This design comes from an exercise in tuning for a short achievable clock period and few clock cycles on the open sky130 flow, not from production work. Only the layout flow was run in this run; the RTL was not checked for function there. No activity file was given, so power comes from the tool's default toggle rates.

==> design/flow/design.v <==
module CPU(
    input clk,
    input reset, reset_btb,
    input [31:0] idata,
    output [31:0] iaddr,
    input [31:0] drdata,
    output [31:0] daddr,
    output [31:0] dwdata,
    output [3:0] we,
    output [31:0] x31,
    output [31:0] pc
);
    localparam NB = 16;       
    localparam NBL = 4;
    localparam TW = 12;       
    reg [31:0] pc_f;
    reg        d_v;
    reg [31:0] d_ins;
    reg [31:0] d_pc;
    reg [31:0] d_pn;         
    reg        d_hit;        
    reg [NBL-1:0] d_hidx;
    reg [1:0]  d_ctr;
    reg        e_v;
    reg        e_wen;
    reg [4:0]  e_rd;
    reg        e_ld, e_st, e_br, e_jal, e_jalr;
    reg [2:0]  e_f3;
    reg        e_useimm;
    reg [31:0] e_a, e_b, e_i, e_pre;
    reg        e_fa_em, e_fa_mw, e_fb_em, e_fb_mw;
    reg        e_s_add, e_s_sub, e_s_and, e_s_or, e_s_xor, e_s_sll, e_s_srl, e_s_sra, e_s_slt, e_s_sltu, e_s_pre;
    reg [31:0] e_seq, e_tgt;
    reg        e_m_t, e_m_nt;
    reg [31:0] e_pn;
    reg [31:0] e_pc;
    reg        e_hit;
    reg [NBL-1:0] e_hidx;
    reg [1:0]  e_ctr;
    reg        m_wen;
    reg [4:0]  m_rd;
    reg        m_ld;
    reg [2:0]  m_f3;
    reg [31:0] m_res;
    reg [31:0] m_addr;
    reg [31:0] m_wd;
    reg [3:0]  m_we;
    reg        u_v;
    reg        u_br;
    reg        u_ctl;
    reg        u_tk;
    reg        u_alloc;
    reg [31:0] u_pc;
    reg [31:0] u_tgt;
    reg        u_hit;
    reg [NBL-1:0] u_hidx;
    reg [1:0]  u_ctr;
    reg        w_wen;
    reg [4:0]  w_rd;
    reg [31:0] w_res;
    reg [31:0] rf [1:31];
    assign iaddr = pc_f;
    assign pc = pc_f;
    assign daddr = m_addr;
    assign dwdata = m_wd;
    assign we = m_we;
    assign x31 = rf[31];
    reg [NB-1:0]  b_val;
    reg [TW-1:0]  b_tag [0:NB-1];
    reg [31:0]    b_tgt [0:NB-1];
    reg [1:0]     b_ctr [0:NB-1];
    reg [NBL-1:0] b_ptr;
    reg [NB-1:0] f_hv;
    reg          f_hit;
    reg [NBL-1:0] f_hidx;
    reg [31:0]   f_btgt;
    reg [1:0]    f_ctr;
    integer k;
    always @(*) begin
        f_hit = 1'b0;
        f_hidx = 0;
        f_btgt = 32'd0;
        f_ctr = 2'd0;
        for (k = 0; k < NB; k = k + 1) begin
            f_hv[k] = b_val[k] && (b_tag[k] == pc_f[TW+1:2]);
            if (f_hv[k]) begin
                f_hit = 1'b1;
                f_hidx = k;
            end
            f_btgt = f_btgt | ({32{f_hv[k]}} & b_tgt[k]);
            f_ctr = f_ctr | ({2{f_hv[k]}} & b_ctr[k]);
        end
    end
    wire f_take = f_hit & f_ctr[1];
    wire [31:0] f_seq = pc_f + 32'd4;
    wire [31:0] f_pn = f_take ? f_btgt : f_seq;
    wire [31:0] ins = d_ins;
    wire [6:0] opc = ins[6:0];
    wire [2:0] f3 = ins[14:12];
    wire [6:0] f7 = ins[31:25];
    wire [4:0] rs1 = ins[19:15];
    wire [4:0] rs2 = ins[24:20];
    wire [4:0] rd  = ins[11:7];
    wire o_lui   = opc == 7'b0110111;
    wire o_auipc = opc == 7'b0010111;
    wire o_jal   = opc == 7'b1101111;
    wire o_jalr  = opc == 7'b1100111;
    wire o_br    = opc == 7'b1100011;
    wire o_ld    = opc == 7'b0000011;
    wire o_st    = opc == 7'b0100011;
    wire o_imm   = opc == 7'b0010011;
    wire o_op    = opc == 7'b0110011;
    wire [31:0] imm_i = {{20{ins[31]}}, ins[31:20]};
    wire [31:0] imm_iz = {20'd0, ins[31:20]};
    wire [31:0] imm_s = {{20{ins[31]}}, ins[31:25], ins[11:7]};
    wire [31:0] imm_b = {{20{ins[31]}}, ins[7], ins[30:25], ins[11:8], 1'b0};
    wire [31:0] imm_j = {{12{ins[31]}}, ins[19:12], ins[20], ins[30:21], 1'b0};
    wire [31:0] imm_u = {ins[31:12], 12'd0};
    reg s_add, s_sub, s_and, s_or, s_xor, s_sll, s_srl, s_sra, s_slt, s_sltu, s_pre;
    reg wr, useimm;
    reg [31:0] ialu;
    always @(*) begin
        s_add = 0; s_sub = 0; s_and = 0; s_or = 0; s_xor = 0; s_sll = 0; s_srl = 0; s_sra = 0;
        s_slt = 0; s_sltu = 0; s_pre = 0;
        wr = 0; useimm = 1; ialu = imm_i;
        if (o_lui | o_auipc | o_jal | o_jalr) begin
            s_pre = 1; wr = 1;
        end
        if (o_ld) begin
            s_add = 1;
            wr = (f3 == 3'd0) | (f3 == 3'd1) | (f3 == 3'd2) | (f3 == 3'd4) | (f3 == 3'd5);
        end
        if (o_st) ialu = imm_s;
        if (o_br) useimm = 0;
        if (o_imm) begin
            wr = 1;
            case (f3)
                3'd0: s_add = 1;
                3'd2: s_slt = 1;
                3'd3: begin s_sltu = 1; ialu = imm_iz; end
                3'd4: begin s_xor = 1; ialu = imm_iz; end
                3'd6: begin s_or = 1; ialu = imm_iz; end
                3'd7: begin s_and = 1; ialu = imm_iz; end
                3'd1: begin s_sll = 1; wr = (f7 == 7'h00); end
                default: begin
                    s_srl = (f7 == 7'h00); s_sra = (f7 == 7'h20);
                    wr = (f7 == 7'h00) | (f7 == 7'h20);
                end
            endcase
        end
        if (o_op) begin
            useimm = 0;
            wr = 1;
            case (f3)
                3'd0: begin
                    s_add = (f7 == 7'h00); s_sub = (f7 == 7'h20);
                    wr = (f7 == 7'h00) | (f7 == 7'h20);
                end
                3'd5: begin
                    s_srl = (f7 == 7'h00); s_sra = (f7 == 7'h20);
                    wr = (f7 == 7'h00) | (f7 == 7'h20);
                end
                3'd1: begin s_sll = 1; wr = (f7 == 7'h00); end
                3'd2: begin s_slt = 1; wr = (f7 == 7'h00); end
                3'd3: begin s_sltu = 1; wr = (f7 == 7'h00); end
                3'd4: begin s_xor = 1; wr = (f7 == 7'h00); end
                3'd6: begin s_or = 1; wr = (f7 == 7'h00); end
                default: begin s_and = 1; wr = (f7 == 7'h00); end
            endcase
        end
    end
    wire wen_d = wr & (rd != 5'd0);
    wire use1 = ~(o_lui | o_auipc | o_jal);
    wire use2 = o_br | o_st | o_op;
    wire [31:0] d_seq = d_pc + 32'd4;
    wire [31:0] timm = o_jal ? imm_j : o_br ? imm_b : imm_u;
    wire [31:0] d_tg = d_pc + timm;
    wire [31:0] pre_d = o_lui ? imm_u : o_auipc ? d_tg : d_seq;
    wire stall = d_v & e_v & e_ld & e_wen &
                 ((use1 & (rs1 == e_rd)) | (use2 & (rs2 == e_rd)));
    reg st_take;
    always @(*) begin
        st_take = 1'b0;
        if (o_jal) st_take = 1'b1;
        if (o_br) begin
            if (rs1 == rs2)
                st_take = (f3 == 3'd0) | (f3 == 3'd5) | (f3 == 3'd7);
            else
                st_take = ins[31] | (f3 == 3'd1);
        end
    end
    wire id_redir_c = d_v & ~d_hit & st_take;
    wire ex_mis;
    wire [31:0] ex_tgt;
    wire id_redir = id_redir_c & ~stall & ~ex_mis;
    wire [31:0] pn_d = (~d_hit & st_take) ? d_tg : d_pn;
    wire [31:0] rv1 = (rs1 == 5'd0) ? 32'd0 : (w_wen && w_rd == rs1) ? w_res : rf[rs1];
    wire [31:0] rv2 = (rs2 == 5'd0) ? 32'd0 : (w_wen && w_rd == rs2) ? w_res : rf[rs2];
    wire fa_em = e_v & e_wen & (e_rd == rs1);
    wire fa_mw = ~fa_em & m_wen & (m_rd == rs1);
    wire fb_em = e_v & e_wen & (e_rd == rs2);
    wire fb_mw = ~fb_em & m_wen & (m_rd == rs2);
    wire [31:0] fa = e_fa_em ? m_res : e_fa_mw ? w_res : e_a;
    wire [31:0] fb = e_fb_em ? m_res : e_fb_mw ? w_res : e_b;
    wire [31:0] in2 = e_useimm ? e_i : fb;
    wire [31:0] sum = fa + in2;
    wire [31:0] dif = fa - in2;
    wire lt  = $signed(fa) < $signed(in2);
    wire ltu = fa < in2;
    wire eq  = fa == in2;
    wire [31:0] sh_l = fa << in2[4:0];
    wire [31:0] sh_r = fa >> in2[4:0];
    wire [31:0] sh_a = $signed(fa) >>> in2[4:0];
    wire [31:0] res = ({32{e_s_add}} & sum) | ({32{e_s_sub}} & dif) |
                      ({32{e_s_and}} & (fa & in2)) | ({32{e_s_or}} & (fa | in2)) |
                      ({32{e_s_xor}} & (fa ^ in2)) |
                      ({32{e_s_sll}} & sh_l) | ({32{e_s_srl}} & sh_r) | ({32{e_s_sra}} & sh_a) |
                      {31'd0, (e_s_slt & lt) | (e_s_sltu & ltu)} |
                      ({32{e_s_pre}} & e_pre);
    reg cond;
    always @(*) begin
        case (e_f3)
            3'd0: cond = eq;
            3'd1: cond = ~eq;
            3'd4: cond = lt;
            3'd5: cond = ~lt;
            3'd6: cond = ltu;
            3'd7: cond = ~ltu;
            default: cond = 1'b0;
        endcase
    end
    wire take = e_jal | (e_br & cond);
    wire [31:0] jp = {e_pn[31:1], fa[0] ^ e_i[0]};
    wire [31:0] jk = {(fa[30:0] & e_i[30:0]) | ((fa[30:0] | e_i[30:0]) & ~jp[30:0]), 1'b0};
    wire jalr_ok = ((fa ^ e_i ^ jp) == jk);
    assign ex_mis = e_v & (e_jalr ? ~jalr_ok : (take ? e_m_t : e_m_nt));
    assign ex_tgt = e_jalr ? {sum[31:1], 1'b0} : (take ? e_tgt : e_seq);
    reg [31:0] wd;
    reg [3:0] wm;
    always @(*) begin
        wd = fb;
        wm = 4'd0;
        case (e_f3[1:0])
            2'd0: begin wd = {4{fb[7:0]}}; wm = 4'b0001 << sum[1:0]; end
            2'd1: begin wd = {2{fb[15:0]}}; wm = sum[1] ? 4'b1100 : 4'b0011; end
            2'd2: begin wd = fb; wm = 4'b1111; end
            default: begin wd = fb; wm = 4'b0000; end
        endcase
        if (!(e_v & e_st) | e_f3[2]) wm = 4'd0;
    end
    reg [31:0] ldv;
    always @(*) begin
        case (m_f3[1:0])
            2'd0: begin
                case (m_addr[1:0])
                    2'd0: ldv = {{24{~m_f3[2] & drdata[7]}}, drdata[7:0]};
                    2'd1: ldv = {{24{~m_f3[2] & drdata[15]}}, drdata[15:8]};
                    2'd2: ldv = {{24{~m_f3[2] & drdata[23]}}, drdata[23:16]};
                    default: ldv = {{24{~m_f3[2] & drdata[31]}}, drdata[31:24]};
                endcase
            end
            2'd1: ldv = m_addr[1] ? {{16{~m_f3[2] & drdata[31]}}, drdata[31:16]}
                                  : {{16{~m_f3[2] & drdata[15]}}, drdata[15:0]};
            default: ldv = drdata;
        endcase
    end
    wire [31:0] m_out = m_ld ? ldv : m_res;
    wire [31:0] pc_next = ex_mis ? ex_tgt : stall ? pc_f : id_redir ? d_tg : f_pn;
    always @(posedge clk) begin
        if (reset) begin
            pc_f <= 32'd0;
            d_v <= 1'b0;
            e_v <= 1'b0;
            e_wen <= 1'b0;
            m_wen <= 1'b0;
            m_we <= 4'd0;
            w_wen <= 1'b0;
            u_v <= 1'b0;
        end else begin
            pc_f <= pc_next;
            if (ex_mis | id_redir) d_v <= 1'b0;
            else if (!stall) d_v <= 1'b1;
            e_v <= d_v & ~stall & ~ex_mis;
            e_wen <= d_v & ~stall & ~ex_mis & wen_d;
            m_wen <= e_v & e_wen;
            m_we <= wm;
            w_wen <= m_wen;
            u_v <= e_v & (e_br | e_jal | e_jalr | e_hit);
        end
        if (!stall) begin
            d_ins <= idata;
            d_pc <= pc_f;
            d_pn <= f_pn;
            d_hit <= f_hit;
            d_hidx <= f_hidx;
            d_ctr <= f_ctr;
        end
        e_rd <= rd;
        e_ld <= o_ld;
        e_st <= o_st;
        e_br <= o_br;
        e_jal <= o_jal;
        e_jalr <= o_jalr;
        e_f3 <= f3;
        e_useimm <= useimm;
        e_a <= rv1;
        e_b <= rv2;
        e_i <= ialu;
        e_pre <= pre_d;
        e_fa_em <= fa_em & use1;
        e_fa_mw <= fa_mw & use1;
        e_fb_em <= fb_em & use2;
        e_fb_mw <= fb_mw & use2;
        e_s_add <= s_add; e_s_sub <= s_sub; e_s_and <= s_and; e_s_or <= s_or; e_s_xor <= s_xor;
        e_s_sll <= s_sll; e_s_srl <= s_srl; e_s_sra <= s_sra; e_s_slt <= s_slt; e_s_sltu <= s_sltu;
        e_s_pre <= s_pre;
        e_seq <= d_seq;
        e_tgt <= d_tg;
        e_m_t <= pn_d != d_tg;
        e_m_nt <= o_jal ? (pn_d != d_tg) : (pn_d != d_seq);
        e_pn <= pn_d;
        e_pc <= d_pc;
        e_hit <= d_hit;
        e_hidx <= d_hidx;
        e_ctr <= d_ctr;
        m_rd <= e_rd;
        m_ld <= e_ld;
        m_f3 <= e_f3;
        m_res <= res;
        m_addr <= sum;
        m_wd <= wd;
        u_br <= e_br;
        u_ctl <= e_br | e_jal | e_jalr;
        u_tk <= take | e_jalr;
        u_alloc <= ~e_hit & (take | e_jalr | ex_mis);
        u_pc <= e_pc;
        u_tgt <= e_jalr ? {sum[31:1], 1'b0} : e_tgt;
        u_hit <= e_hit;
        u_hidx <= e_hidx;
        u_ctr <= e_ctr;
        w_rd <= m_rd;
        w_res <= m_out;
        if (w_wen) rf[w_rd] <= w_res;
    end
    wire [1:0] ctr_inc = (u_ctr == 2'd3) ? 2'd3 : u_ctr + 2'd1;
    wire [1:0] ctr_dec = (u_ctr == 2'd0) ? 2'd0 : u_ctr - 2'd1;
    always @(posedge clk) begin
        if (reset_btb) begin
            b_val <= 0;
            b_ptr <= 0;
        end else if (u_v & ~reset) begin
            if (u_hit) begin
                if (!u_ctl) b_val[u_hidx] <= 1'b0;
                else begin
                    b_ctr[u_hidx] <= !u_br ? 2'd3 : u_tk ? ctr_inc : ctr_dec;
                    if (u_tk) b_tgt[u_hidx] <= u_tgt;
                end
            end else if (u_alloc) begin
                b_val[b_ptr] <= 1'b1;
                b_tag[b_ptr] <= u_pc[TW+1:2];
                b_tgt[b_ptr] <= u_tgt;
                b_ctr[b_ptr] <= !u_br ? 2'd3 : u_tk ? 2'd2 : 2'd1;
                b_ptr <= b_ptr + 1'b1;
            end
        end
    end
endmodule
==> design/flow/run.sh <==
#!/bin/bash
# synth_recipe.tcl (not shown) runs the flow's synth.tcl, then flattens the netlist and writes it again
# the make line also repeats each setting of config.mk as NAME=value (left out here)
make -C /OpenROAD-flow-scripts/flow DESIGN_CONFIG=/design/flow/config.mk WORK_HOME=/design/flow/orfs CLKGATE_MAP_FILE= SYNTH_SCRIPT=/design/flow/synth_recipe.tcl finish
==> design/flow/config.mk <==
export PLATFORM = sky130hd
export DESIGN_NAME = CPU
export DESIGN_NICKNAME = CPU
export VERILOG_FILES = /design/flow/design.v
export SDC_FILE = /design/flow/constraint.sdc
export NUM_CORES = 4
export LEC_CHECK = 0
export CAP_MARGIN = 20
export CORE_MARGIN = 2
export CORE_UTILIZATION = 40
export SLEW_MARGIN = 20
==> design/flow/constraint.sdc <==
create_clock -name core_clock -period 10.0 [get_ports {clk}]
set_input_delay 2.0000 -clock core_clock [delete_from_list [all_inputs] [get_ports {clk}]]
set_output_delay 2.0000 -clock core_clock [all_outputs]
set_load 0.01 [all_outputs]
==> flow_metrics.env <==
export IMPL_start_kind="flop"
export IMPL_status="no timing/DRC/antenna violations"
export IMPL_routabilityCongestion=1.00
export IMPL_start_util_pct=40.1
export IMPL_vias_per_cell=6.27
export IMPL_worst_ep_arrival_time_ps=8210
export IMPL_leakage_nw=43.9
export IMPL_synth_cell_types=99
export IMPL_synthFlopType="edfxtp_1"
export IMPL_cts_tree="done"
export IMPL_die_area_sq_mm=0.281
export IMPL_max_stage_delay_ps=930
export IMPL_antenna_found_initial=32
export IMPL_drive_above_1_share_pct=14.9
export IMPL_grt_pass1_vias=74536
export IMPL_ff_latch_area_sq_mm=0.0653
export IMPL_postCtsSetupRepairBufs=0
export IMPL_nets=8828
export IMPL_drv_cap=0
export IMPL_hold_viol_final=0
export IMPL_synth_area_leaders="edfxtp_1, dfxtp_1, mux4_2"
export IMPL_post_route_drc_count=0
export IMPL_yosysWarningCount=1
export IMPL_holdWs_ps=306
export IMPL_syn_instance_count=8432
export IMPL_synth_edf_count=1831
export IMPL_cellInternalPower_mw=17.2
export IMPL_setup_viol=0
export IMPL_postRouteAntennaNets=0
export IMPL_cp_end_kind="flop"
export IMPL_die_h_um=530
export IMPL_reg2reg_to="e_m_nt"
export IMPL_wl_per_cell_um=34.4
export IMPL_min_period_over_period_pct=73.8
export IMPL_first_pass_iters=6
export IMPL_setup_slack_ps=2620
export IMPL_wl_um=430000
export IMPL_gr_total_overflow=0
export IMPL_grt_pass1_wl_um=594000
export IMPL_cts_buffers=244
export IMPL_rr_startpoint="d_ins[5]"
export IMPL_crit_required_ps=10830
export IMPL_power_frac_clock_pct=39.8
export IMPL_clkTransAtPathRegs_ps=70
export IMPL_place_ws_ps=2780
export IMPL_worstSkewPairLatency_ps=940
export IMPL_p_comb_share_pct=13.0
export IMPL_core_sq_mm=0.276
export IMPL_path_cells="buf_4 > and3b_1 > nand3_1 > clkinv_1 > and2_1 > a21o_1 > ha_1 > nand2_1 > nor2_1 > a21oi_1 > a21oi_1 > o21ai_0 > a211oi_1 > xor2_1 > or4_1 > nor3_1 > a41oi_1 > o21a_1"
export IMPL_worst_slew_pin_slew_ps=1270
export IMPL_hold_buffers=0
export IMPL_area_growth_pct=14.1
export IMPL_synth_commonest_cells="edfxtp_1, nor2_1, dfxtp_1"
export IMPL_tns_ps=0
export IMPL_htreeDepth=4
export IMPL_yosys_area_top_type="edfxtp_1"
export IMPL_synthArstFlopShare_pct=0
export IMPL_cts_root_buffer="clkbuf_16"
export IMPL_syn_area_sq_mm=0.111
export IMPL_yosysSeqAreaShare_pct=58.9
export IMPL_rsz0062_at_grt="no"
export IMPL_fp_dieW_um=530
export IMPL_min_period_ps=7380
export IMPL_seq_power_share_pct=47.3
export IMPL_num_rows=193
export IMPL_pin_count=231
export IMPL_drv_slew=0
export IMPL_syn_num_nets=8669
export IMPL_cpMostUsedCell="a21oi_1"
export IMPL_path_class="flop to flop"
export IMPL_yosysTopAreaCellShare_pct=49.6
export IMPL_clock_sinks=2343
export IMPL_timing_slew_headroom_pct=15.1
export IMPL_grt_util_all_layers_pct=29.8
export IMPL_ys_ff_latch=2343
export IMPL_critPathCapture="e_m_nt"
export IMPL_num_vias=78497
export IMPL_synth_most_common_cell="edfxtp_1"
export IMPL_multi_input_area_sq_mm=0.0429
export IMPL_p_sw_mw=6.33
export IMPL_port_buffers=230
export IMPL_final_core_util_pct=45.8
export IMPL_irDropWorstVdd_v=0.000169
export IMPL_dp_hpwl_um=290000
export IMPL_r2r_slack_ps=2620
export IMPL_setup_worst_path_start="d_ins[5]"
export IMPL_hold_class="flop to flop"
export IMPL_crit_slowest_cell="a211oi_1"
export IMPL_cts_buffer_depth=4
export IMPL_power_density_mw_per_mm2=186
export IMPL_max_freq_mhz=135
export IMPL_fin_skew_ps=79.6
export IMPL_cts_resized_gates=0
export IMPL_drt_iter0_drc=10687
export IMPL_r2r_cells=18
export IMPL_avgSynthCellArea_sq_um=13.1
export IMPL_cp_max_fo=52
export IMPL_grt_max_degree=94
export IMPL_nFillCells=24409
export IMPL_p_sw_share_pct=26.9
[registers in the layout, indices dropped and copies added (netlist names), 30 cells and up]
name,count
e_tgt,31
pc_f,32
w_res,32
e_pre,32
b_ctr,32
e_a,32
rf,992
m_addr,32
d_ins,32
b_tgt,512
m_wd,32
d_pc,32
e_b,32
u_tgt,32
e_seq,30
m_res,32
e_pn,31
d_pn,32
b_tag,192
[final cells by class]
cell class	count	area share (%)
Antenna cell	10	0.0198
Clock buffer	328	5.39
Tap cell	3705	3.67
Clock inverter	127	1.12
Inverter	230	0.685
Sequential cell	2343	51.6
Timing Repair Buffer	518	3.62
Multi-Input combinational cell	5254	33.9
[cell usage in the layout (no fill, tap or decap), types with 41 or more instances in the layout]
| master | n |
|---|---|
| o22ai_1 | 109 |
| clkinv_1 | 41 |
| inv_1 | 218 |
| mux2_2 | 46 |
| buf_4 | 278 |
| dfxtp_1 | 493 |
| edfxtp_1 | 1831 |
| a22oi_1 | 153 |
| xnor2_1 | 363 |
| o211ai_1 | 42 |
| nand3_1 | 161 |
| o21a_1 | 68 |
| nor2_1 | 557 |
| a22o_1 | 90 |
| xor2_1 | 80 |
| nor3_1 | 96 |
| nor2_4 | 44 |
| a211oi_1 | 163 |
| mux4_2 | 430 |
| clkbuf_16 | 255 |
| ha_1 | 139 |
| nand4_1 | 118 |
| clkdlybuf4s50_1 | 230 |
| a221oi_1 | 99 |
| mux2i_1 | 457 |
| a21oi_1 | 476 |
| o21ai_0 | 295 |
| o221ai_1 | 48 |
| and3_1 | 51 |
| a21o_1 | 55 |
| nand2_1 | 505 |
| clkbuf_1 | 55 |
[worst min-delay path by stage]
stage | cells past startpoint | to | startpoint
after detailed placement | 0 | u_pc[10] | e_pc[10]
after CTS | 0 | e_ctr[1] | d_ctr[1]
after global routing | 0 | e_ctr[1] | d_ctr[1]
after floorplan | 0 | u_ctr[0] | e_ctr[0]
after global placement | 0 | u_pc[9] | e_pc[9]
final | 0 | e_ctr[1] | d_ctr[1]
[worst max-delay path, delay by kind of cell, from the launching register on]
kind                     cells  cell delay (ps)
XOR/XNOR                     1              180
AND/OR/NAND/NOR              7             2900
buffers and inverters        2              970
adder cells (fa/ha/maj)      1              530
flip-flops                   1              360
AO/OA/AOI/OAI                7             2320
[metal layers]
layer  vias up  global-route usage [%]  wire length [um]
li1      32843                       -                 -
met4        22                    14.9             24600
met1     40207                    40.7            173000
met2      4543                    46.2            195000
met3       882                    4.67             37600
met5         -                       0               159
[power groups by stage]
stage / sequential (mW) / combinational [mW] / clock (mW)
2_1_floorplan: 11.2 / 1.64 / 0
3_3_place_gp: 11.3 / 2.99 / 0
3_5_place_dp: 11.3 / 2.99 / 0
4_1_cts: 11.1 / 3.01 / 9.47
5_1_grt: 11.2 / 3.19 / 9.83
6_report: 11.1 / 3.06 / 9.38
[through the flow]
step           std cells  instance area, sq um  power [mW]
2_1_floorplan       8432                111000        12.8
5_1_grt            12507                126000        24.2
6_report           12515                126000        23.6
3_5_place_dp       12048                118000        14.3
4_1_cts            12503                126000        23.6
3_3_place_gp       12048                118000        14.3
[cells by family after synthesis]
logic type,synth area share [%]
DFF,58.9
AOI/OAI and AO/OA,11.4
and+or+nand+nor,7.59
muxes,13.4
buffers and inverters,2.99
xor gates and xnor gates,3.61
adders and majority gates,2.14

separate check: timing with driven ports:
Ports are ideal in the flow. The routed layout listed here was re-timed in OpenROAD.
Step 1 sets driving cells, clkbuf_16 on the clock port and buf_2 on the other inputs (assumed; they add their load-dependent delay and slew).
Step 2 also shifts input and output timing later by t, the mid clock arrival at the registers, as if the neighbouring blocks saw the same clock.
Slacks: ideal / step 1 / step 2; pairs: ideal / step 1.
shift t [ns]: 1.003
setup slack, ns: 2.617 / 2.617 / 2.617
clock arrival spread, ns: 0.083 / 0.083
worst data-port slew with drivers (ns): 0.06
pins driven straight from the clock port: 1
After both steps this run still meets setup and hold. The setup slack of this run moves by 0.000 ns with the drivers and by 0.000 ns with both steps.
